Context: an optimization exercise on an open-source flow, tuned for small area and a short achievable clock period. The choices shown serve that exercise and are no tape-out recipe. In this exercise RTL edits were held to simulation tests only and were not proved equivalent to the original. Power is estimated from default activity; no workload was simulated. The flow treats the clock pin as an ideal source, which a real chip does not have.

## yarrow
## eight_pt_fft
module eight_pt_fft(a0,a1,a2,a3,a4,a5,a6,a7,clk,rst,
                    y0,yr1,yi1,yr2,yi2,yr3,yi3,y4,yr5,yi5,yr6,yi6,yr7,yi7);
==> flow/config.mk <==
export PLATFORM = sky130hd
export DESIGN_NAME = eight_pt_fft
export DESIGN_NICKNAME = eight_pt_fft
export VERILOG_FILES = /design/flow/design.v
export SDC_FILE = /design/flow/constraint.sdc
export NUM_CORES = 4
export LEC_CHECK = 0
export ABC_AREA = 1
export CAP_MARGIN = 20
export CORE_MARGIN = 2
export CORE_UTILIZATION = 65
export PLACE_DENSITY = 0.75
export SETUP_SLACK_MARGIN = 2.0
export SLEW_MARGIN = 20
==> flow/constraint.sdc <==
create_clock -name core_clock -period 4.0 [get_ports {clk}]
set_input_delay 0.8000 -clock core_clock [delete_from_list [all_inputs] [get_ports {clk}]]
set_output_delay 0.8000 -clock core_clock [all_outputs]
set_load 0.01 [all_outputs]
standard.sh (not shown) runs the stock make flow with config.mk's settings and CLKGATE_MAP_FILE= SYNTH_SCRIPT=/design/flow/synth_recipe.tcl, a recipe that flattens the netlist after the stock synthesis.
==> flow/flow/run.sh <==
#!/bin/bash
# Standard layout, except: synthesis maps adders to plain gates instead of the
# platform's full/half-adder cells (ADDER_MAP_FILE left empty); ports buffered with buf_2; clock tree without dummy loads.
# Registers, their names and cell types are the same as the standard synthesis.
set -euo pipefail
bash standard.sh ADDER_MAP_FILE= 'BUFFER_PORTS_ARGS=-buffer_cell sky130_fd_sc_hd__buf_2' 'CTS_ARGS=-sink_clustering_enable -repair_clock_nets -sink_clustering_size 40 -sink_clustering_max_diameter 70 -dont_use_dummy_load' finish > run_make.log 2>&1
diff inputs: yarrow => amber
- putting CTS_CLUSTER_DIAMETER at 50 where nothing was set
- putting CTS_CLUSTER_SIZE at 24 where nothing was set
==> flow/flow/run.sh <==
#!/bin/bash
# Standard layout, except:
# - synthesis maps adders to plain gates instead of the platform's full/half-adder
#   cells (ADDER_MAP_FILE left empty);
# - ABC's area script gets a delay target (map -D 1400) so that it recovers area on
#   paths with slack;
# - ports are buffered with buf_2.
# Registers, their names and cell types are the same as the standard synthesis.
set -euo pipefail
rm -rf scripts_mod
cp -r "$FLOW_HOME/scripts" scripts_mod
printf 'strash\ndch\nmap -D 1400 -B 0.9\ntopo\nstime -c\nbuffer -c\nupsize -c\ndnsize -c\n' > scripts_mod/abc_area.script
bash standard.sh ADDER_MAP_FILE= SCRIPTS_DIR=$PWD/scripts_mod 'BUFFER_PORTS_ARGS=-buffer_cell sky130_fd_sc_hd__buf_2' finish > run_make.log 2>&1
Compared with yarrow, amber has extra setup slack.
Fmax up 0.31% in amber wrt yarrow
amber vs. yarrow: detailed-route via count rose 1.9%; worst IR drop on VDD rose about 18%.
The maximum number of pins on one net before global-route repair of amber and that of yarrow are within noise of each other.
Between yarrow and amber, the share of total power in combinational logic is lower for amber.
First-pass GRT wire length (amber over yarrow): increase, about 3.6%
Setup changes, amber to quartz
- CTS_CLUSTER_DIAMETER: 50 -> unset
- CTS_CLUSTER_SIZE: 24 -> unset
- CORE_UTILIZATION: 65 -> 40
- PLACE_DENSITY: 0.75 -> unset
==> flow/flow/run.sh <==
#!/bin/bash
# Standard layout, except that synthesis maps adders to plain gates instead of
# the platform's full/half-adder cells (ADDER_MAP_FILE left empty). Registers,
# their names and cell types are the same as the standard synthesis.
set -euo pipefail
bash standard.sh ADDER_MAP_FILE= finish > run_make.log 2>&1
Sequential share of power delta for quartz relative to amber: 3.2 points lower
quartz ended up with flip-flop to flip-flop as its class of the worst hold path; amber ended up with input port to flip-flop.
quartz vs. amber: post-route clock skew barely changed; first-pass GRT wire length climbed 11000 µm; synthesized cell count barely changed; worst-case hold slack climbed 45 ps; routed wire length climbed 14%.
Post-route worst setup slack (lower): quartz
Input changes introduced in cedar (baseline for comparison: quartz):
- swapping 40 for 65 in CORE_UTILIZATION
- putting PLACE_DENSITY at 0.75 where nothing was set
- putting GPL_TIMING_DRIVEN at 0 where nothing was set
==> flow/flow/run.sh <==
#!/bin/bash
# Standard layout, except: synthesis maps adders to plain gates instead of the
# platform's full/half-adder cells (ADDER_MAP_FILE left empty); ports buffered with buf_2; clock tree without dummy loads.
# Registers, their names and cell types are the same as the standard synthesis.
set -euo pipefail
bash standard.sh ADDER_MAP_FILE= 'BUFFER_PORTS_ARGS=-buffer_cell sky130_fd_sc_hd__buf_2' 'CTS_ARGS=-sink_clustering_enable -repair_clock_nets -sink_clustering_size 30 -sink_clustering_max_diameter 120 -dont_use_dummy_load' finish > run_make.log 2>&1
Results
cedar finished all stages; the layout is clean.
Compared to quartz, the routing of cedar uses less wire.
Compared with quartz, cedar shows number of well taps that has gone down by more than a quarter.
On net count of the finished layout, quartz and cedar are neck and neck.
The run showing the smaller smallest setup slack after layout is cedar.
On total number of cells along the worst setup path: between quartz and cedar, it ends up higher for cedar.
When cedar is measured against quartz, its routed via count divided by cell count turns out 0.43 higher.
Clock power share came out lower on cedar than on quartz.
Summary: with quartz as the reference, met3 wirelength from detailed routing in cedar moved down by more than a quarter.
Measured against each other, quartz and cedar differ in non-clock buffer count, the lower figure coming from quartz.
Compared to quartz, cedar leaves less free space in the core.
diff inputs: cedar => zinc
- CTS_CLUSTER_DIAMETER now 50, previously not set
- CTS_CLUSTER_SIZE now 24, previously not set
- SETUP_SLACK_MARGIN now 2.3, was 2.0
- GPL_TIMING_DRIVEN no longer set, was 0
==> flow/flow/run.sh <==
#!/bin/bash
# Standard layout, except: synthesis maps adders to plain gates instead of the
# platform's full/half-adder cells (ADDER_MAP_FILE left empty); ports buffered with buf_2.
# Registers, their names and cell types are the same as the standard synthesis.
set -euo pipefail
bash standard.sh ADDER_MAP_FILE= 'BUFFER_PORTS_ARGS=-buffer_cell sky130_fd_sc_hd__buf_2' finish > run_make.log 2>&1
## What came out
zinc has fraction of met2 tracks used by global routing above what cedar had. zinc gives less number of buffers and inverters on the critical path than cedar did. Delta (zinc minus cedar): logic gate share of total power went up 1.7 points; number of post-CTS setup repair buffers went up 30; global-route wire length before repair went up 4000 µm.

[what the ideal ports hide]
The flow's constraints put no driver on any port. The routed layouts listed below were extracted and timed again, unchanged, in two steps.
Step 1 assumes that a clkbuf_16 drives the clock port and a buf_2 every other input.
Step 2 moves the port delays by t, midway between the first and last clock arrival at a register: inputs arrive t later, outputs are due t later. That takes back most of the time a late clock gives input paths.
Three values: ideal ports, drivers, drivers and shift; two values: the first two.
run	t (ns)	setup slack, ns	clock arrival spread, ns	worst data-port slew with drivers (ns)
yarrow	0.645	2.070 / 2.013 / 1.718	0.047 / 0.047	0.06
amber	0.660	2.076 / 2.018 / 1.645	0.028 / 0.028	0.06
quartz	0.705	2.061 / 1.994 / 1.473	0.028 / 0.028	0.10
cedar	0.643	2.010 / 1.949 / 1.733	0.053 / 0.053	0.06
zinc	0.670	2.078 / 2.013 / 2.016	0.025 / 0.026	0.05
After both steps setup and hold are still met in every run listed. The setup slack of quartz, which loses most, moves by -0.067 ns with the drivers and by -0.588 ns with both steps.
